Context: an optimization exercise on an open-source flow, tuned for a short achievable clock period and few clock cycles. The choices shown serve that exercise and are no tape-out recipe.
Where RTL was checked, it was by simulation tests only, not by an equivalence proof against the original.
Function not checked in runs 2 and 3: the RTL went through the layout flow alone.
Power figures rest on the tool's default switching activity, not on a simulated workload.

[flow/design.v]
module ALU(input [15:0] in_A,
		   input [15:0] in_B,
		   input add_sub,
		   output reg [15:0] adder_out);
	always@(*)
	begin
		if(add_sub == 0)  
		begin
			adder_out <= in_A + in_B;
		end
		else
		begin
			adder_out <= in_A - in_B;
		end
	end
endmodule
module HALT(input halt,
            output reg LE);
always @ ( * )
begin            
    if ( halt ) 
        LE=0;
    else 
        LE=1;
end
endmodule
module IR(input [15:0] mem_data,
          input clk,
          input rst,
		  input IRin,  
		  input hazard,
		  input branch,
		  output reg [3:0] opcode,
          output reg [3:0] dest_reg,
          output reg [3:0] src_reg1,
          output reg [3:0] src_reg2);
	always@(posedge clk)
    begin
        if(rst)
            opcode <= 4'b1100;
        else if(IRin)
        begin
            if ( hazard || branch ) begin
                src_reg2 <= mem_data[3:0];
                src_reg1 <= mem_data[7:4];
                dest_reg <= mem_data[11:8];
                opcode <= 4'b1100; end
            else begin
                src_reg2 <= mem_data[3:0];
                src_reg1 <= mem_data[7:4];
                dest_reg <= mem_data[11:8];
                opcode <= mem_data[15:12]; end
        end
    end
endmodule
module Lab6_DECODE(input [3:0] opcode,
			  output reg D,       
			  output reg WrX,
			  output reg MemWr,   
			  output reg MemRd,
			  output reg imm,     
			  output reg bz,      
			  output reg bnz,
			  output reg beq,
			  output reg bneq,
			  output reg bgt,
			  output reg blt,     
			  output reg jmp,     
			  output reg sub,     
			  output reg spc,
			  output reg halt);
always @ ( * )
begin
    D=0;
    WrX=0;
    MemWr=0;
    MemRd=0;
    imm=0;
    sub=0;
    halt=0;
    bz=0;
    bnz=0;
    beq=0;
    bneq=0;
    bgt=0;
    blt=0;
    jmp=0;
    spc=0;
    if ( opcode == 0 ) begin
        D=0;
        WrX=1;
        MemWr=0;
        MemRd=1;
        imm=0;
        sub=0;
        halt=0;
        bz=0;
        bnz=0;
        beq=0;
        bneq=0;
        bgt=0;
        blt=0; end
    if ( opcode == 1 ) begin
        D=0;
        WrX=0;
        MemWr=1;
        MemRd=1;
        imm=0;
        sub=0;
        halt=0;
        bz=0;
        bnz=0;
        beq=0;
        bneq=0;
        bgt=0;
        blt=0; end
    if ( opcode == 2 ) begin
        D=0;
        WrX=1;
        MemWr=0;
        MemRd=0;
        imm=0;
        sub=0;
        halt=0;
        bz=0;
        bnz=0; end
    if ( opcode == 3 ) begin
        D=0;
        WrX=1;
        MemWr=0;
        MemRd=0;
        imm=0;
        sub=1;
        halt=0;
        bz=0;
        bnz=0;
        beq=0;
        bneq=0;
        bgt=0;
        blt=0; end
    if ( opcode == 4 ) begin
        D=0;
        WrX=1;
        MemWr=0;
        MemRd=0;
        imm=1;
        sub=0;
        halt=0;
        bz=0;
        bnz=0;
        beq=0;
        bneq=0;
        bgt=0;
        blt=0; end
    if ( opcode == 5 ) begin
        D=0;
        WrX=1;
        MemWr=0;
        MemRd=0;
        imm=1;
        sub=1;
        halt=0;
        bz=0;
        bnz=0;
        beq=0;
        bneq=0;
        bgt=0;
        blt=0; end
    if ( opcode == 6 ) begin
        D=0;
        WrX=0;
        MemWr=0;
        MemRd=0;
        imm=0;
        sub=0;
        halt=0;
        bz=0;
        bnz=0;
        beq=0;
        bneq=0;
        bgt=0;
        blt=1; end
    if ( opcode == 7 ) begin
        D=0;
        WrX=0;
        MemWr=0;
        MemRd=0;
        imm=0;
        sub=0;
        halt=1;
        bz=0;
        bnz=0;
        beq=0;
        bneq=0;
        bgt=0;
        blt=1; end
    if ( opcode == 8 ) begin
        D=0;
        WrX=0;
        MemWr=0;
        MemRd=0;
        imm=0;
        sub=0;
        halt=0;
        bz=1;
        bnz=0;
        beq=0;
        bneq=0;
        bgt=0;
        blt=0; end
    if ( opcode == 9 ) begin
        D=0;
        WrX=0;
        MemWr=0;
        MemRd=0;
        imm=0;
        sub=0;
        halt=0;
        bz=0;
        bnz=1;
        beq=0;
        bneq=0;
        bgt=0;
        blt=0; end
    if ( opcode == 12 ) begin
        D=0;
        WrX=0;
        MemWr=0;
        MemRd=0;
        imm=0;
        sub=0;
        halt=0;
        bz=0;
        bnz=0;
        beq=0;
        bneq=0;
        bgt=0;
        blt=0; end
    if ( opcode == 13 ) begin
        D=0;
        WrX=0;
        MemWr=0;
        MemRd=0;
        imm=0;
        sub=0;
        halt=0;
        bz=0;
        bnz=0;
        beq=1;
        bneq=0;
        bgt=0;
        blt=0; end
    if ( opcode == 14 ) begin
        D=0;
        WrX=0;
        MemWr=0;
        MemRd=0;
        imm=0;
        sub=0;
        halt=0;
        bz=0;
        bnz=0;
        beq=0;
        bneq=1;
        bgt=0;
        blt=0; end
    if ( opcode == 15 ) begin
        D=0;
        WrX=0;
        MemWr=0;
        MemRd=0;
        imm=0;
        sub=0;
        halt=0;
        bz=0;
        bnz=0;
        beq=0;
        bneq=0;
        bgt=1;
        blt=0; end
end      
endmodule
module Lab6_PC(input clk,
               input rst,
               input hazard,
               input load_new_pc,
               input [7:0] new_pc,
               output reg [7:0] PC_out);
    reg [7:0] counter;
    always@(posedge clk)
    begin
    if ( rst ) begin
        PC_out <= 0;
        counter <= 1; end
    else if ( hazard ) begin
        PC_out <= counter - 2;
        counter <= counter - 1; end
    else if ( load_new_pc) begin
        PC_out <= new_pc;
        counter <= new_pc + 1; end
    else begin
        PC_out <= counter;
        counter <= counter + 1; end
    end
endmodule
module MDR(input [15:0] MD_in,
           input load_en,
           input clk,
           output reg [15:0] MD_out);
    always@(posedge clk)
    begin
        if(load_en)
			MD_out <= MD_in;
    end
endmodule
module RF(input clk,
          input [15:0] DataIn,
          input [3:0] raddr_0,
          input [3:0] raddr_1,
          input [3:0] waddr,
          input WrX,
          output [15:0] out_data_0,
          output [15:0] out_data_1);
   reg [15:0] datastorage [15:0]; 
    always@(posedge clk)
    begin
        if(WrX)  
            datastorage[waddr] <= DataIn;
    end
    assign out_data_0 = datastorage[raddr_0];
    assign out_data_1 = datastorage[raddr_1];
endmodule
module STAGING (input clk,
           input rst,
           input LD_EN,
           input WrX_in,
           output reg Wrx_out,
           input sub_in,
           output reg sub_out,
           input [3:0] op_in,
           output reg [3:0] op_out,
           input MemRd_in,
           output reg MemRd_out,
           input MemWr_in,
           output reg MemWr_out,
           input [3:0] dst_in,  
           output reg [3:0] dst_out,
           input hazard,
           input branch);
always @ (posedge clk)
  begin
    if (rst)
      begin
          op_out <= 4'b1100;
          MemRd_out <= 0;
          MemWr_out <= 0;
          Wrx_out <= 0;
      end
    else if (LD_EN)
      begin
      if ( hazard || branch ) begin
          op_out <= 4'b1100;
          MemRd_out <= 0;
          MemWr_out <= 0;
          Wrx_out <= 0; end
      else begin
          sub_out <= sub_in;
          op_out <= op_in;
          MemRd_out <= MemRd_in;
          MemWr_out <= MemWr_in;
          dst_out <= dst_in;
          Wrx_out <= WrX_in; end
      end
  end
endmodule
module SimpleReg1(input Ain,
                  input load_en,
                  input clk,
                  output reg Aout);
    always@(posedge clk)
    begin
        if(load_en)
			Aout <= Ain;
    end
endmodule
module WBMux(input [15:0] MDR_data,
			 input [15:0] G_data,
			 input load,
			 output reg [15:0] mux_output);
always @ ( * )
begin
    if ( load )
        mux_output <= MDR_data;
    else
        mux_output <= G_data;
end
endmodule
module WB_staging(input WrX_in,
                  input [3:0] dst_in,
                  input LD_EN,
                  input clk,
                  input rst,
                  output reg WrX_out,
                  output reg [3:0] dst_out );
    always@(posedge clk)
    begin
        if(rst)
            WrX_out <= 0;
        else if(LD_EN)
          begin
      			WrX_out <= WrX_in;
            dst_out <= dst_in;
          end
    end
endmodule
module branch_ct(input bz,
                 input bnz,
                 input beq,
                 input bneq,
                 input bgt,
                 input blt,
                 input jmp,
                 input [15:0] rf_0,
                 input [15:0] rf_1,
                 output reg load_new_pc);
always@( * ) 
begin
if ( bz && $signed(rf_0) == 0 )
    load_new_pc=1;
else if ( bnz && $signed(rf_0) != 0 )
    load_new_pc=1;
else if ( beq && $signed(rf_0) == $signed(rf_1) )
    load_new_pc=1;
else if ( bneq && $signed(rf_0) != $signed(rf_1) )
    load_new_pc=1;
else if ( bgt && $signed(rf_0) > $signed(rf_1) )
    load_new_pc=1;
else if ( blt && $signed(rf_0) < $signed(rf_1) )
    load_new_pc=1;
else
    load_new_pc=0;
end
endmodule
module branch_mux(input [1:0] forward_a,
                  input [1:0] forward_b,
                  input [15:0] rf_0,
                  input [15:0] rf_1,
                  input [15:0] adder_data,
                  input [15:0] wbmux_data,
                  output reg [15:0] mux_output_a,
                  output reg [15:0] mux_output_b);
always@( * )
begin
mux_output_a = rf_0;
mux_output_b = rf_1;
if ( forward_a == 1 )
    mux_output_a = adder_data;
if ( forward_a == 2 )
    mux_output_a = wbmux_data;
if (forward_b == 1 )
    mux_output_b = adder_data;
if ( forward_b == 2 )
    mux_output_b = wbmux_data;
end
endmodule
module branch_pc(input [7:0] pc_address,
                 input [3:0] offset,
                 output reg [7:0] adjusted_pc);
always@( * )
begin
    adjusted_pc = (pc_address-1) + { {4{offset[3]}}, offset};
end
endmodule
module forward_ct(input WrX_s,
                  input WrX_s2,
                  input imm,
                  input [3:0] dest_s,
                  input [3:0] src1_reg,
                  input [3:0] src2_reg,
                  input [3:0] dest_s2,
                  output reg [1:0] forward_a,
                  output reg [1:0] forward_b);
always@( * )
begin
forward_a=0;
forward_b=0;              
if ( WrX_s && (dest_s == src1_reg) )
    forward_a=1;
if ( WrX_s && (dest_s == src2_reg) && !imm )
    forward_b=1;
if ( WrX_s2 && (dest_s2 == src1_reg) && !(WrX_s && (dest_s == src1_reg)) )
    forward_a=2;
if ( WrX_s2 && (dest_s2 == src2_reg) && !(WrX_s && (dest_s == src2_reg)) && !imm )
    forward_b=2;
end
endmodule
module fwd_mux(input [15:0] rf_out,
               input [15:0] adder_data,
               input [15:0] wbmux_data,
               input [1:0] fwd,
               output reg [15:0] fwd_mux_out);
always@( * )
begin
fwd_mux_out <= rf_out;
if ( fwd == 1 )
    fwd_mux_out <= adder_data;
if ( fwd == 2 )
    fwd_mux_out <= wbmux_data;
end
endmodule
module hazard_ct(input MemRd_s,
                 input [3:0] dest_s,
                 input [3:0] src1_reg,
                 input [3:0] src2_reg,
                 output reg hazard);
always@( * )
begin
if ( MemRd_s && ((dest_s == src1_reg) || (dest_s == src2_reg)) )
    hazard=1;
else
    hazard=0;
end
endmodule
module immediate_mux(input [15:0] RF,
                    input [3:0] imm,
                    input RF_imm,
                    output [15:0] B);
    assign B = RF_imm ? { {12{imm[3]}}, imm} : RF;              
endmodule
module rf_mux(input beq,
              input bneq,
              input bgt,
              input blt,
              input [3:0] src2_reg,
              input [3:0] dst_reg,
              output reg [3:0] mux_out);
always@( * )
begin
    if ( beq || bneq || bgt || blt )
        mux_out = dst_reg;
    else
        mux_out  = src2_reg;
end
endmodule
module simple_reg(input [15:0] Ain,
                  input load_en,
                  input clk,
                  output reg [15:0] Aout);
    always@(posedge clk)
    begin
        if(load_en)
			Aout <= Ain;
    end
endmodule
module cpu4(input clk,
            input rst,
            output [7:0] imem_addr,
            input [15:0] imem_data,
            output [7:0] dmem_addr,
            output [15:0] dmem_wdata,
            output dmem_we,
            output dmem_re,
            input [15:0] dmem_rdata,
            output rf_we,
            output [3:0] rf_waddr,
            output [15:0] rf_wdata,
            output halted);
	wire const1 = 1'b1;
	wire [7:0] pc;	
	wire [3:0] opcode, dst, src1, offset;
	wire D, WrX, MemWr, MemRd, imm, bz, bnz, beq, bneq, bgt, blt, jmp, sub, spc, halt;
	wire [15:0] rf_0, rf_1;
	wire branch;
	wire WrX_s2;
	wire [3:0] dst_s2;
	wire [15:0] wbdata;
	wire hzd;
	wire [7:0] new_pc;
    Lab6_PC pcm(.clk(clk),
                .rst(rst),
                .hazard(hzd),
                .load_new_pc(branch),
                .new_pc(new_pc),
		        .PC_out(pc));
    branch_pc BPC(.pc_address(pc),
                  .offset(offset),
                  .adjusted_pc(new_pc));
	wire [15:0] instruction = imem_data;
	assign imem_addr = pc;
    wire ir_le;
    HALT h(.halt(halt),
           .LE(ir_le));
	IR ir(.mem_data(instruction),
		  .clk(clk),
		  .rst(rst),
		  .IRin(ir_le),
		  .hazard(hzd),
		  .branch(branch),
		  .opcode(opcode),
          .dest_reg(dst),
          .src_reg1(src1),
          .src_reg2(offset));
	Lab6_DECODE decoder(.opcode(opcode),
						.D(D),       
						.WrX(WrX),
						.MemWr(MemWr),   
						.MemRd(MemRd),
						.imm(imm),     
						.bz(bz),      
						.bnz(bnz),
						.beq(beq),
						.bneq(bneq),
						.bgt(bgt),
						.blt(blt),     
						.jmp(jmp),     
						.sub(sub),     
						.spc(spc),
						.halt(halt));
    wire [3:0] rf_1_in;                     
    rf_mux rfMUX(.beq(beq),
                 .bneq(bneq),
                 .bgt(bgt),
                 .blt(blt),
                 .src2_reg(offset),
                 .dst_reg(dst),
                 .mux_out(rf_1_in));	
	wire WrX_s, MemRd_s;
	wire [1:0] fwd_a, fwd_b;
	wire [3:0] dst_s;				
    forward_ct FWD(.WrX_s(WrX_s),
                   .WrX_s2(WrX_s2),
                   .imm(imm),
                   .dest_s(dst_s),
                   .dest_s2(dst_s2),
                   .src1_reg(src1),
                   .src2_reg(rf_1_in),
                   .forward_a(fwd_a),
                   .forward_b(fwd_b));
    hazard_ct HZD(.MemRd_s(MemRd_s),
                  .dest_s(dst_s),
                  .src1_reg(src1),
                  .src2_reg(rf_1_in),
                  .hazard(hzd));
    wire [15:0] rf_0_branch, rf_1_branch;              
    branch_ct BRANCH(.bz(bz),
                     .bnz(bnz),
                     .beq(beq),
                     .bneq(bneq),
                     .bgt(bgt),
                     .blt(blt),
                     .jmp(jmp),
                     .rf_0(rf_0_branch),
                     .rf_1(rf_1_branch),
                     .load_new_pc(branch));
    wire [15:0] aluResult;                 
    branch_mux BRNCH_MUX(.forward_a(fwd_a),
                         .forward_b(fwd_b),
                         .rf_0(rf_0),
                         .rf_1(rf_1),
                         .adder_data(aluResult),
                         .wbmux_data(wbdata),
                         .mux_output_a(rf_0_branch),
                         .mux_output_b(rf_1_branch));
	RF rf(.clk(clk),
          .DataIn(wbdata),
          .raddr_0(src1),
          .raddr_1(rf_1_in),
          .waddr(dst_s2),
          .WrX(WrX_s2),
          .out_data_0(rf_0),
          .out_data_1(rf_1));
	wire [15:0] B_in;
	immediate_mux im(.RF(rf_1),
                     .imm(offset),
                     .RF_imm(imm),
                     .B(B_in));
    wire [15:0] fwd_a_data, fwd_b_data;                
    fwd_mux fwd_A(.rf_out(rf_0),
                  .adder_data(aluResult),
                  .wbmux_data(wbdata),
                  .fwd(fwd_a),
                  .fwd_mux_out(fwd_a_data));
    fwd_mux fwd_B(.rf_out(B_in),
                  .adder_data(aluResult),
                  .wbmux_data(wbdata),
                  .fwd(fwd_b),
                  .fwd_mux_out(fwd_b_data));
	wire [15:0] A_out;
	simple_reg A(.Ain(fwd_a_data),
                 .load_en(const1),
                 .clk(clk),
                 .Aout(A_out));
	wire [15:0] B_out;	
	simple_reg B(.Ain(fwd_b_data),
                 .load_en(const1),
                 .clk(clk),
                 .Aout(B_out));
	wire sub_s, MemWr_s;
	wire [3:0] opcode_s;
	STAGING stg(.clk(clk),
				.rst(rst),
				.LD_EN(const1),
				.WrX_in(WrX),
				.Wrx_out(WrX_s),
				.sub_in(sub),
				.sub_out(sub_s),
				.op_in(opcode),
				.op_out(opcode_s),
				.MemRd_in(MemRd),
				.MemRd_out(MemRd_s),
				.MemWr_in(MemWr),
				.MemWr_out(MemWr_s),
				.dst_in(dst),
				.dst_out(dst_s),
				.hazard(hzd),
				.branch(branch));
	ALU alu(.in_A(A_out),
		    .in_B(B_out),
		    .add_sub(sub_s),
		    .adder_out(aluResult));
	wire [15:0] G;
	simple_reg Gr(.Ain(aluResult),
                 .load_en(const1),
                 .clk(clk),
                 .Aout(G));
	assign dmem_addr = A_out[7:0];
	assign dmem_wdata = B_out;
	assign dmem_we = MemWr_s;
	assign dmem_re = MemRd_s;
	wire MemRd_s2;					
	SimpleReg1 memrdstage(.Ain(MemRd_s),
						 .load_en(const1),
						 .clk(clk),
						 .Aout(MemRd_s2));
	wire [15:0] memdata;
	MDR mdr(.MD_in(dmem_rdata),
            .load_en(const1),
            .clk(clk),
            .MD_out(memdata));
	WB_staging wbs(.clk(clk),
				   .rst(rst),
				   .LD_EN(const1),
				   .WrX_in(WrX_s),
				   .WrX_out(WrX_s2),
				   .dst_in(dst_s),
				   .dst_out(dst_s2));
	WBMux wbm(.MDR_data(memdata),
			  .G_data(G),
			  .load(MemRd_s2),
			  .mux_output(wbdata));
	assign rf_we = WrX_s2;
	assign rf_waddr = dst_s2;
	assign rf_wdata = wbdata;
	assign halted = halt && !WrX_s && !MemWr_s && !WrX_s2;
endmodule
[flow/constraint.sdc]
create_clock -name core_clock -period 8.0 [get_ports {clk}]
set_input_delay 1.6000 -clock core_clock [delete_from_list [all_inputs] [get_ports {clk}]]
set_output_delay 1.6000 -clock core_clock [all_outputs]
set_load 0.01 [all_outputs]
[flow/config.mk]
export PLATFORM = sky130hd
export DESIGN_NAME = cpu4
export DESIGN_NICKNAME = cpu4
export VERILOG_FILES = /design/flow/design.v
export SDC_FILE = /design/flow/constraint.sdc
export NUM_CORES = 4
export LEC_CHECK = 0
export CAP_MARGIN = 20
export CORE_MARGIN = 2
export CORE_UTILIZATION = 40
export SLEW_MARGIN = 20
[flow/run.sh]
#!/bin/bash
# synth_recipe.tcl (not shown) runs the flow's synth.tcl, then flattens the netlist and writes it again
# the make line also repeats each setting of config.mk as NAME=value (left out here)
make -C /OpenROAD-flow-scripts/flow DESIGN_CONFIG=/design/flow/config.mk WORK_HOME=/design/flow/orfs CLKGATE_MAP_FILE= SYNTH_SCRIPT=/design/flow/synth_recipe.tcl finish
==> run summary, run 1 <==
status finished clean; cell chosen for the clock root clkbuf_16; TNS Setup 0 ns; Routed Wire Length between 50,000 and 60,000 um; Yosys cell types 64; antenna cells 0; Seq/Total Area, Yosys 53.9%; sw frac 35.0%; fin worst setup slack 0.927 ns; share of layout cells above drive strength 1 19.1%; ys async rst share 0%; Post-Syn Area per Cell 13.3 um^2; Leak 7.75 nW; sw power 2.36 mW; slew margin rel. 22.4%; PwrDens 308 nW/um^2; Critical Path Slowest Stage Cell nand3_1; maximum clock frequency 141 MHz; area share of the largest cell type after synthesis between 40% and 50%; top post-synthesis cells by area edfxtp_1, mux4_2, dfxtp_1; fin. max-slew vios 0; max-cap viol count 0; Syn Std Cell Area about 19,000 um^2; vias in the first global route roughly 13,000; cell count after synthesis roughly 1,400; Detailed Routing Iterations Pass 1 7; core area 46,600 um^2; worst hold path class reg -> reg; CTS Buf Count 42; RSZ-0062 raised after global routing no; largest reg by FF count rf.datastorage; WL/cell ~25 um; worst endpoint required time 8.48 ns; Final min period between 7 and 8 ns; max reg flops 256; final cell count without fillers 2,144; Area Overhead vs Synth 16.1%; setup violators final 0; hpwl dp approximately 36,000 um; EDFF count, synth 277; # hold bufs at CTS 0; global-route wire length before repair 81,600 um; Worst Max-Slew Pin Slew 1.16 ns; final hold violations 0; GP Congestion 0.897; DR vias/cell 5.94; vias 12,700; total track usage 22.1%; io pins 90; placed cell count approximately 2,100; Critical Path End Type flip-flop; Gate power share around a third; Clk Latency, worst-skew pair between 0.5 and 0.6 ns; die width around 220 um; gr ovfl total 0; CP peak stage delay 0.60 ns; Top FF cell, synth edfxtp_1; largest net degree at the start of global routing 66; CTS clock-pin slew for the worst setup and hold paths 0.06 ns; Post-CTS Setup Bufs 0; Post-layout nets roughly 1,600; FP Rows 79; initial drt markers approximately 1,500; Crit Path Category reg -> reg; flop and latch count out of synthesis 370; Internal 4.39 mW; Ys Warns 19; clock skew 0.0204 ns; Max FO, Critical Path 18; CTS tree yes; Flop pwr share a little under two fifths; Die H 221 um; CP arrival about 7.6 ns; Clock H-tree levels 2; power share of the clock group about 28%; IO Port Bufs 89; DP Worst Slack 0.994 ns; initial antenna violation count 0; VDD IR max 0.235 mV; fin crit share 88.4%; antenna viol nets, final 0; Longest Clk Path Bufs 3; Die ar. 49,000 um^2; Initial Util roughly two fifths; CTS sink cnt 370; DRC Markers 0; cell taking the most area after synthesis edfxtp_1; Worst setup SP type flip-flop; post-CTS sizing 0; syn_nets 1,507
synthesized netlist by cell type (5+ instances only):
cell	n
and3_1	13
nor4_1	11
nand2_1	102
ha_1	49
nand2b_1	7
buf_4	11
buf_1	10
o21ai_0	30
mux4_2	130
dfxtp_1	93
a22oi_1	19
xnor2_1	48
a21oi_1	92
edfxtp_1	277
o21a_1	6
nand4_1	11
nor3_1	21
and2_1	21
or2_2	5
mux2_2	21
inv_1	66
mux2i_1	31
a21o_1	21
a31oi_1	22
nand3_1	32
o211ai_1	11
nor2_1	74
nor2b_1	7
buf_2	9
clkbuf_1	59
xor2_1	20
a211oi_1	24
o211a_1	5
a221oi_1	5
cell families after synthesis:
kind of cell	after synthesis	share of synthesized area (%)
AO/OA/AOI/OAI	277	9.68
XOR/XNOR	68	3.15
adder cells (fa/ha/maj)	51	3.46
buffers and inverters	158	3.50
flip-flops	370	53.9
multiplexers	182	18.4
AND/OR/NAND/NOR	316	7.92
cells in the final DEF, fill, tap and decap left out, types with 42 or more instances in the layout:
cell type,n
edfxtp_1,277
mux4_2,130
nand2_1,102
a21oi_1,92
dfxtp_1,91
clkdlybuf4s50_1,89
inv_1,66
nor2_1,62
ha_1,49
xnor2_1,48
clkbuf_16,42
per-layer routing:
layer	wire length (um)	part of all wire, %	GRT usage (%)
met3	4150	7.6	4.28
met1	22900	42	30.2
met4	1330	2.4	6.80
met2	26100	48	35.7
met5	0	0	0
power by group through the flow:
| stage | Combinational [mW] | Clock [mW] | Sequential [mW] |
|---|---|---|---|
| after detailed placement | 2.26 | 0 | 2.59 |
| final | 2.30 | 1.90 | 2.56 |
| after floorplan | 1.49 | 0 | 2.54 |
| after global routing | 2.51 | 2.01 | 2.58 |
| after global placement | 2.25 | 0 | 2.59 |
| after CTS | 2.28 | 1.94 | 2.56 |
worst paths after layout:
kind,from,endpoint,slack [ns],depth (start not counted)
setup / recovery,ir.opcode[1]$_SDFFE_PP0N_,pcm.counter[6]$_SDFF_PP0_,0.93,25
hold reg to reg,stg.MemRd_out$_SDFF_PP0_,memrdstage.Aout$_DFF_P_,0.42,0
setup reg to reg,ir.opcode[1]$_SDFFE_PP0N_,pcm.counter[6]$_SDFF_PP0_,0.93,25
hold / removal,stg.MemRd_out$_SDFF_PP0_,memrdstage.Aout$_DFF_P_,0.42,0
area by class of cell:
| class | instances | area, um^2 |
|---|---|---|
| Tap cell | 607 | 759 |
| Clock buffer | 50 | 1090 |
| Clock inverter | 25 | 260 |
| Fill cell | 4132 | 24600 |
| Multi-Input combinational cell | 894 | 8160 |
| Sequential cell | 370 | 10200 |
| Inverter | 67 | 251 |
| Timing Repair Buffer | 131 | 1230 |
through the flow:
stage	utilization, %	power [mW]	hold WS, ns	cell area [um^2]
after floorplan	-	4.03	0.402	18900
after global placement	44.2	4.84	0.421	20600
after detailed placement	44.2	4.85	0.418	20600
after CTS	47.1	6.77	0.426	21900
after global routing	47.1	7.09	0.428	21900
final	47.1	6.75	0.418	21900
critical path, delay by kind of cell, from the launching register on:
| kind | cells | cell delay [ns] |
|---|---|---|
| adders and majority gates | 2 | 0.54 |
| and+or+nand+nor | 7 | 2.00 |
| DFF | 1 | 0.40 |
| muxes | 3 | 1.43 |
| buffers and inverters | 1 | 0.19 |
| AOI/OAI and AO/OA | 10 | 2.11 |
| xor gates and xnor gates | 2 | 0.26 |
Testbench counts, summed over its fixed seeds: cycles 19,177.
==> run 2: changes to the inputs <==
==> flow/design.v (replaced) <==
module cpu4(input clk,
            input rst,
            output [7:0] imem_addr,
            input [15:0] imem_data,
            output [7:0] dmem_addr,
            output [15:0] dmem_wdata,
            output dmem_we,
            output dmem_re,
            input [15:0] dmem_rdata,
            output rf_we,
            output [3:0] rf_waddr,
            output [15:0] rf_wdata,
            output halted);
    reg [7:0]  pc;
    reg        halted_r;
    reg        e_valid;       
    reg        e_wr;          
    reg        e_ld;          
    reg        e_st;          
    reg        e_sub;         
    reg        e_br;          
    reg        e_pred;        
    reg [5:0]  e_bt;          
    reg [3:0]  e_dst;
    reg [15:0] e_a, e_b;
    reg [7:0]  e_redir;       
    reg        e_re_r, e_we_r;
    reg        w_we;
    reg [3:0]  w_addr;
    reg [15:0] w_data;
    reg [15:0] rf [0:15];
    wire [15:0] sum  = e_a + e_b;
    wire [15:0] diff = e_a - e_b;
    wire [15:0] alu  = e_sub ? diff : sum;
    wire [15:0] e_res = e_ld ? dmem_rdata : alu;
    wire eq   = (e_a == e_b);
    wire zero = (e_a == 16'd0);
    wire lt   = $signed(e_a) < $signed(e_b);
    wire gt   = $signed(e_a) > $signed(e_b);
    wire taken = (e_bt[0] & zero) | (e_bt[1] & ~zero) | (e_bt[2] & eq) |
                 (e_bt[3] & ~eq) | (e_bt[4] & lt) | (e_bt[5] & gt);
    wire mispredict = e_valid & e_br & (taken ^ e_pred);
    wire e_fwd = e_valid & e_wr;
    wire [3:0] op = imem_data[15:12];
    wire [3:0] rd = imem_data[11:8];
    wire [3:0] ra = imem_data[7:4];
    wire [3:0] rb = imem_data[3:0];
    wire f_ld   = (op == 4'd0);
    wire f_st   = (op == 4'd1);
    wire f_rr   = (op == 4'd2) | (op == 4'd3);
    wire f_ri   = (op == 4'd4) | (op == 4'd5);
    wire f_sub  = (op == 4'd3) | (op == 4'd5);
    wire f_halt = (op == 4'd7);
    wire f_bz   = (op == 4'd8);
    wire f_bnz  = (op == 4'd9);
    wire f_beq  = (op == 4'd13);
    wire f_bneq = (op == 4'd14);
    wire f_blt  = (op == 4'd6);
    wire f_bgt  = (op == 4'd15);
    wire f_cmp  = f_beq | f_bneq | f_blt | f_bgt;    
    wire f_br   = f_bz | f_bnz | f_cmp;
    wire f_wr   = f_ld | f_rr | f_ri;
    wire same = (ra == rd);
    wire back = rb[3];
    wire f_pred = f_bnz | (f_beq & (same | back)) | (f_bneq & ~same) |
                  ((f_blt | f_bgt) & ~same & back);
    wire [15:0] rf_a = rf[ra];
    wire [15:0] rf_b = rf[rb];
    wire [15:0] rf_d = rf[rd];
    wire fa = e_fwd & (e_dst == ra);
    wire fb = e_fwd & (e_dst == rb);
    wire fd = e_fwd & (e_dst == rd);
    wire [15:0] opa = fa ? e_res : rf_a;
    wire [15:0] opb = f_ri ? {{12{rb[3]}}, rb} :
                      f_cmp ? (fd ? e_res : rf_d) :
                      (fb ? e_res : rf_b);
    wire [7:0] pc_inc = pc + 8'd1;
    wire [7:0] pc_tgt = pc + {{4{rb[3]}}, rb};
    wire [7:0] pc_pred = f_pred ? pc_tgt : pc_inc;
    wire [7:0] f_redir = f_pred ? pc_inc : pc_tgt;
    wire f_go = ~mispredict & ~f_halt & ~halted_r;
    always @(posedge clk) begin
        if (rst) begin
            pc <= 8'd0;
            halted_r <= 1'b0;
            e_valid <= 1'b0;
            e_re_r <= 1'b0;
            e_we_r <= 1'b0;
            w_we <= 1'b0;
        end else begin
            if (mispredict)
                pc <= e_redir;
            else if (!f_halt && !halted_r)
                pc <= pc_pred;
            if (f_halt && !mispredict && !e_fwd)
                halted_r <= 1'b1;
            e_valid <= f_go;
            e_re_r <= f_go & f_ld;
            e_we_r <= f_go & f_st;
            w_we <= e_fwd;
        end
        e_wr <= f_wr;
        e_ld <= f_ld;
        e_st <= f_st;
        e_sub <= f_sub;
        e_br <= f_br;
        e_pred <= f_pred;
        e_bt <= {f_bgt, f_blt, f_bneq, f_beq, f_bnz, f_bz};
        e_dst <= rd;
        e_a <= opa;
        e_b <= opb;
        e_redir <= f_redir;
        w_addr <= e_dst;
        w_data <= e_res;
        if (e_fwd)
            rf[e_dst] <= e_res;
    end
    assign imem_addr = pc;
    assign dmem_addr = e_a[7:0];
    assign dmem_wdata = e_b;
    assign dmem_we = e_we_r;
    assign dmem_re = e_re_r;
    assign rf_we = w_we;
    assign rf_waddr = w_addr;
    assign rf_wdata = w_data;
    assign halted = halted_r;
endmodule
--- a/flow/config.mk
+++ b/flow/config.mk
@@ -7,2 +7,3 @@
 export LEC_CHECK = 0
+export ABC_CLOCK_PERIOD_IN_PS = 2000
 export CAP_MARGIN = 20
@@ -10,2 +11,3 @@
 export CORE_UTILIZATION = 40
+export SETUP_SLACK_MARGIN = 5
 export SLEW_MARGIN = 20
==> run 2 against run 1 <==
  * Clock skew fell by 0.00051 ns
  * Utilization rose by 7.0 points
  * Die area fell by 0.57%
  * Critical path depth fell by 2
  * Sequential power fell by 13%
  * Combinational power fell by 16%
  * First-iteration DRC count rose by 27%
  * Synthesized cell count fell by 7.2%
  * Register-to-register slack improved by 2.7 ns
  * Clock-buffer cell count rose by 2
  * Routed wire length rose by 22%
  * Sequential share of layout area fell by 9.6 points
  * Highest routed layer unchanged
==> run summary, run 2 <==
status finished clean; Seq/Total Area, Yosys 49.0% (-4.9 points); total track usage 27.2% (+5.1 points); area share of the largest cell type after synthesis 40.9% (-3.1 points); CTS tree yes; hold wc startpoint e_redir[4]$_DFF_P_; FP Rows 79 (unchanged); Yosys cell types 75 (+17%); worst hold path class reg -> reg; Clock H-tree levels 2 (unchanged); Initial Util 40.4% (-0.15 points); max reg flops 256 (unchanged); Routed Wire Length 66,600 um (+22%); PwrDens 244 nW/um^2 (-21%); antenna viol nets, final 0 (unchanged); TNS Setup 0 ns (unchanged); DR vias/cell 6.50 (+9.4%); GP Congestion 0.948 (+5.7%); gr ovfl total 0 (unchanged); Ys Warns 1 (-18); Post-Syn Area per Cell 14.2 um^2 (+7.1%); io pins 90 (unchanged); Clk Latency, worst-skew pair 0.57 ns (-0.02 ns); fin. max-slew vios 0 (unchanged); Gate power share 31.6% (-2.4 points); fin worst setup slack 3.58 ns (+2.65 ns); IO Port Bufs 89 (unchanged); Max FO, Critical Path 9 (-9); Worst Max-Slew Pin Slew 1.12 ns (-0.0415 ns); DRC Markers 0 (unchanged); initial drt markers 1,888 (+27%); Crit Path Category reg -> reg; total power 6.14 mW (-9.1%); largest reg by FF count rf; fin crit share 55.2% (-33 points); slew margin rel. 25.1% (+2.6 points); RSZ-0062 raised after global routing yes; CTS clock-pin slew for the worst setup and hold paths 0.06 ns (about the same); top cells by count, synth edfxtp_1, mux4_2, nor2_1; syn_nets 1,396 (-7.4%); final hold violations 0 (unchanged); ys async rst share 0% (unchanged); Final min period 4.42 ns (-2.65 ns); VDD IR max 0.206 mV (-12%); Leak 8.91 nW (+15%); largest registers rf x256, e_b x16, w_data x16; Min-Delay Path Depth 2 (+2); sw power 1.84 mW (-22%); Worst setup SP type flip-flop; worst reg2reg path depth 23 (-8.0%); power share of the clock group 32.2% (+4.0 points); commonest non-fill, non-tap cell in the layout edfxtp_1; Flop pwr share 36.2% (-1.6 points); largest net degree at the start of global routing 67 (+1.5%); core area 46,500 um^2 (-0.21%); vias 14,300 (+12%); share of layout cells above drive strength 1 44.5% (+25 points); Syn Std Cell Area 18,800 um^2 (-0.58%); vias in the first global route 14,100 (+10%); DP Worst Slack 2.37 ns (+1.37 ns); Multi-input gate area 10,300 um^2 (+27%); cell count after synthesis 1,320 (-7.2%); clock skew 0.0199 ns (-0.000511 ns); Longest Clk Path Bufs 3 (unchanged); flop and latch count out of synthesis 332 (-10%); sw frac 29.9% (-5.1 points); cell taking the most area after synthesis edfxtp_1; cell chosen for the clock root clkbuf_16; max-cap viol count 0 (unchanged); Detailed Routing Iterations Pass 1 6 (-1); maximum clock frequency 226 MHz (+60%); Critical Path End Type flip-flop; WL/cell 30.4 um (+20%); worst endpoint required time 8.32 ns (-0.16 ns); EDFF count, synth 256 (-7.6%); die width 221 um (-0.28%); Reg area 9250 um^2 (-9.2%); Post-layout nets 1,631 (+2.5%); Internal 4.30 mW (-2.0%); Die ar. 48,700 um^2 (-0.57%); commonest cells after routing, fill and taps aside edfxtp_1, mux4_2, buf_4; CTS Buf Count 38 (-9.5%); Area Overhead vs Synth 33.8%; global-route wire length before repair 94,500 um (+16%); initial antenna violation count 0 (unchanged); count leader, synth edfxtp_1; CP arrival 4.74 ns (-2.81 ns); Die H 221 um (-0.28%); hpwl dp 37,000 um (+2.7%); top post-synthesis cells by area edfxtp_1, mux4_2, dfxtp_1; Top FF cell, synth edfxtp_1; # fillers 3,669 (-11%); CTS sink cnt 332 (-10%); setup violators final 0 (unchanged)
## run 2: cell types whose count changed after synthesis, sizes merged, moves of 14 or more
cell,delta
nand3,-16
a21o,-15
a21oi,-38
mux4,+90
mux2,-17
and2,-14
edfxtp,-21
a211oi,-18
o21ai,+34
xnor2,-29
nand2,-22
dfxtp,-17
## run 2: logic make-up after synthesis
group | Yosys count | share of synthesized area [%]
XOR/XNOR | 31 | 1.45
AND/OR/NAND/NOR | 270 | 6.80
flip-flops | 332 | 49.0
multiplexers | 261 | 28.6
AO/OA/AOI/OAI | 229 | 8.00
adder cells (fa/ha/maj) | 42 | 2.92
buffers and inverters | 155 | 3.20
## run 2: layer usage
metal	GRT usage (%)	vias to the layer above	wire (um)
met5	0	-	0
met3	6.89	224	8010
li1	-	5831	-
met4	13.9	0	4020
met2	42.5	915	30300
met1	35.2	7288	24200
## run 2: timing repair
action | 4_1_cts | 5_1_grt
resized for setup | 385 | 78
endpoints found under the setup margin | 365 | 316
pin swaps | 46 | 51
hold buffers | 0 | 0
setup buffers | 108 | 34
gates cloned | 27 | 5
## run 2: power by group through the flow
stage | logic, mW | clock network, mW | registers [mW]
finish | 1.94 | 1.98 | 2.22
global route | 2.04 | 2.06 | 2.23
CTS | 1.74 | 2.00 | 2.22
detailed placement | 1.22 | 0 | 2.27
global placement | 1.21 | 0 | 2.27
floorplan | 0.782 | 0 | 2.25
## run 2: metrics by stage
step	hold slack, ns	cell area, um^2	std cells	util [%]
2_1_floorplan	0.329	19300	1320	-
3_3_place_gp	0.428	20500	1948	44.1
3_5_place_dp	0.439	20500	1948	44.1
4_1_cts	0.439	24400	2153	52.5
5_1_grt	0.464	25100	2192	54.1
6_report	0.435	25100	2193	54.1
## run 2: area by class of cell
class	count	area share, %
Timing Repair inverter	5	0.154
Clock buffer	52	4.49
Timing Repair Buffer	270	12.1
Multi-Input combinational cell	846	41.1
Antenna cell	1	0.00996
Clock inverter	18	1.17
Inverter	62	1.18
Tap cell	607	3.02
Sequential cell	332	36.8
## run 2: worst paths after layout
kind / slack, ns / to
setup / recovery: 3.58 / rf[13][12]$_DFFE_PP_
hold / removal: 0.43 / pc[4]$_SDFFE_PP0P_
setup reg to reg: 3.58 / rf[13][12]$_DFFE_PP_
hold reg to reg: 0.43 / pc[4]$_SDFFE_PP0P_
## run 2: worst max-delay path, stage by stage (launching register included)
cell and delay [ns]:
dfxtp_4 0.38, buf_12 0.14, buf_12 0.13, buf_16 0.14, buf_6 0.12, mux2i_2 0.14
a221o_1 0.34, a21oi_4 0.19, buf_6 0.13, buf_6 0.09, buf_6 0.10, ha_4 0.14
inv_2 0.04, fa_2 0.35, o21ba_4 0.22, o21ai_4 0.16, a21oi_2 0.10, o21ai_2 0.19
a311oi_2 0.15, nor3_1 0.22, o21ai_1 0.12, xnor2_2 0.29, o21ai_4 0.15, buf_12 0.16
==> run 3: changes to the inputs <==
--- a/flow/config.mk
+++ b/flow/config.mk
@@ -7,3 +7,2 @@
 export LEC_CHECK = 0
-export ABC_CLOCK_PERIOD_IN_PS = 2000
 export CAP_MARGIN = 20
@@ -11,3 +10,2 @@
 export CORE_UTILIZATION = 40
-export SETUP_SLACK_MARGIN = 5
 export SLEW_MARGIN = 20
==> run 3 against run 2 <==
  * Still clean on timing, DRC and antenna
  * Routed wire length is 13% lower
  * Clock-buffer cell count is 6 higher
  * Register-to-register slack worse by 1.7 ns
  * Clock power is 9.6% lower
  * Critical path depth is 8 lower
  * Worst setup slack worse by 1.7 ns
  * Final cell count is 8.0% lower
==> run summary, run 3 <==
status finished clean; Max FO, Critical Path 27 (+18); commonest cells after routing, fill and taps aside edfxtp_1, mux4_2, clkdlybuf4s50_1; gr ovfl total 0 (unchanged); Post-layout nets 1,457 (-11%); io pins 90 (unchanged); top cells by count, synth edfxtp_1, mux4_2, nor2_1; CTS Buf Count 38 (unchanged); hpwl dp 36,500 um (-1.2%); CP arrival 6.57 ns (+1.83 ns); DP Worst Slack 1.98 ns (-0.386 ns); largest reg by FF count rf; cell count after synthesis 1,320 (unchanged); clock skew 0.0205 ns (+0.000591 ns); Seq/Total Area, Yosys 49.0% (unchanged); Crit Path Category reg -> reg; share of layout cells above drive strength 1 24.5% (-20 points); global-route wire length before repair 84,300 um (-11%); worst endpoint required time 8.45 ns (+0.13 ns); fin. max-slew vios 0 (unchanged); Worst setup SP type flip-flop; fin worst setup slack 1.87 ns (-1.71 ns); Critical Path Slowest Stage Cell nor3_2; largest registers rf x256, e_b x16, w_data x16; Detailed Routing Iterations Pass 1 5 (-1); setup violators final 0 (unchanged); area share of the largest cell type after synthesis 40.9% (unchanged); top post-synthesis cells by area edfxtp_1, mux4_2, dfxtp_1; initial antenna violation count 0 (unchanged); ys async rst share 0% (unchanged); Critical Path End Type flip-flop; antenna cells 0 (-1); max reg flops 256 (unchanged); Final min period 6.13 ns (+1.71 ns); Hold Slack 0.448 ns (+0.0134 ns); WL/cell 28.7 um (-5.4%); cell chosen for the clock root clkbuf_16; post-CTS sizing 0 (-100%); # hold bufs at CTS 0 (unchanged); maximum clock frequency 163 MHz (-28%); CTS sink cnt 332 (unchanged); max-cap viol count 0 (unchanged); DRC Markers 0 (unchanged); vias in the first global route 12,500 (-12%); Leak 7.36 nW (-17%); Initial Util 40.4% (unchanged); CTS tree yes; Syn Std Cell Area 18,800 um^2 (unchanged); commonest non-fill, non-tap cell in the layout edfxtp_1; Clk Latency, worst-skew pair 0.57 ns (about the same); CP Cell Sequence buf_4, nor2b_1, a22oi_1, a32oi_1, o21ai_0, ha_1, a21oi_1, o21ai_0, a211oi_1, o311a_1, a21oi_1, nor2b_1, o41a_1, nor3_2, mux2_2; core area 46,500 um^2 (unchanged); Longest Clk Path Bufs 3 (unchanged); total track usage 24.1% (-3.1 points); VDD IR max 0.164 mV (-20%); Post-Syn Area per Cell 14.2 um^2 (unchanged); Die H 221 um (unchanged); FP Rows 79 (unchanged); final hold violations 0 (unchanged); Area Overhead vs Synth 15.2%; antenna viol nets, final 0 (unchanged); Yosys cell types 75 (unchanged); Post-CTS Setup Bufs 0 (-100%); Die ar. 48,700 um^2 (unchanged); EDFF count, synth 256 (unchanged); Routed Wire Length 58,000 um (-13%); RSZ-0062 raised after global routing no; count leader, synth edfxtp_1; die width 221 um (unchanged); design area 21,600 um^2 (-14%); GP Congestion 0.899 (-5.1%); PwrDens 242 nW/um^2 (-1.0%); Worst Max-Slew Pin Slew 1.15 ns (+0.0299 ns); worst hold path class reg -> reg; # fillers 4,031 (+9.9%); Top FF cell, synth edfxtp_1; initial drt markers 1,729 (-8.4%); DR vias/cell 6.37 (-2.1%); largest net degree at the start of global routing 69 (+3.0%); CTS clock-pin slew for the worst setup and hold paths 0.06 ns (about the same); fin crit share 76.6% (+21 points); TNS Setup 0 ns (unchanged); flop and latch count out of synthesis 332 (unchanged); Clock H-tree levels 2 (unchanged); cell taking the most area after synthesis edfxtp_1; IO Port Bufs 89 (unchanged); total power 5.23 mW (-15%); Ys Warns 1 (unchanged); syn_nets 1,396 (unchanged); slew margin rel. 23.5% (-1.6 points); Placed Area 20,300 um^2 (-0.73%); CP peak stage delay 0.82 ns (+0.44 ns); vias 12,800 (-9.9%)
run 3: cell counts after synthesis:
No cell type changed its count.
run 3: path summary, 6_finish.rpt:
check,from,to,slack [ns],cells past startpoint
max,flip-flop,pc[7]$_SDFFE_PP0P_,1.87,15
max reg2reg,flip-flop,pc[7]$_SDFFE_PP0P_,1.87,15
min reg2reg,e_redir[4]$_DFF_P_,pc[4]$_SDFFE_PP0P_,0.45,2
min,e_redir[4]$_DFF_P_,pc[4]$_SDFFE_PP0P_,0.45,2
run 3: cell families after synthesis:
| family | synth area share, % |
|---|---|
| compound gates | 8.00 |
| xor+xnor | 1.45 |
| fa+ha+maj | 2.92 |
| buf+inv | 3.20 |
| flops | 49.0 |
| mux | 28.6 |
| simple gates | 6.80 |
run 3: critical path, delay by kind of cell, from the launching register on:
kind                     cells  cell delay [ns]
flip-flops                   1             0.53
AO/OA/AOI/OAI                9             2.36
buffers and inverters        1             0.47
adder cells (fa/ha/maj)      1             0.61
multiplexers                 1             0.42
AND/OR/NAND/NOR              3             1.60
run 3: where the power goes:
part | leakage, nW | internal, mW | total [mW] | switching (mW)
combinational | 3.79 | 0.480 | 1.21 | 0.730
clock | 0.627 | 1.08 | 1.79 | 0.711
sequential | 2.94 | 2.15 | 2.23 | 0.0786
run 3: area by class of cell:
type | count | area (um^2) | area share, %
Inverter | 62 | 233 | 1.08
Multi-Input combinational cell | 833 | 9090 | 42.0
Timing Repair Buffer | 114 | 1050 | 4.87
Sequential cell | 332 | 9220 | 42.6
Clock inverter | 12 | 135 | 0.625
Tap cell | 607 | 759 | 3.51
Clock buffer | 58 | 1140 | 5.27
run 3: through the flow:
step           utilization (%)  std cells
2_1_floorplan                -       1320
3_3_place_gp              43.8       1948
3_5_place_dp              43.8       1948
4_1_cts                   46.5       2018
5_1_grt                   46.6       2018
6_report                  46.6       2018
run 3: metal layers:
metal  share of wire, %  vias to the layer above  global-route usage, %  wire length [um]
li1                   -                     5440                      -                 -
met5                  0                        -                      0                 0
met4                3.3                        0                   9.04              1900
met1                 40                     6592                   32.5             23100
met3                9.3                      121                   4.98              5420
met2                 48                      692                   38.7             27600

## static timing again, ports no longer ideal
No port has a modelled driver above. Below, the same layouts with a new extraction and two added sets of constraints. Step 1 assumes that a clkbuf_16 drives the clock port and a buf_2 every other input. Step 2 also shifts input and output timing later by t, the mid clock arrival at the registers, as if the neighbouring blocks saw the same clock. Three values: ideal ports, drivers, drivers and shift; two values: the first two.
| run | shift t [ns] | slack for setup (ns) | worst hold slack (ns) | worst register clock-pin slew, ns | worst data-port slew with drivers (ns) |
|---|---|---|---|---|---|
| run 1 | 0.634 | 0.927 / 0.927 / 0.927 | 0.418 / 0.418 / 0.418 | 0.06 / 0.06 | 0.04 |
| run 2 | 0.621 | 3.581 / 3.581 / 3.581 | 0.435 / 0.435 / 0.435 | 0.06 / 0.06 | 0.30 |
| run 3 | 0.614 | 1.873 / 1.873 / 1.873 | 0.448 / 0.448 / 0.448 | 0.06 / 0.06 | 0.05 |
After both steps setup and hold are still met in every run listed.
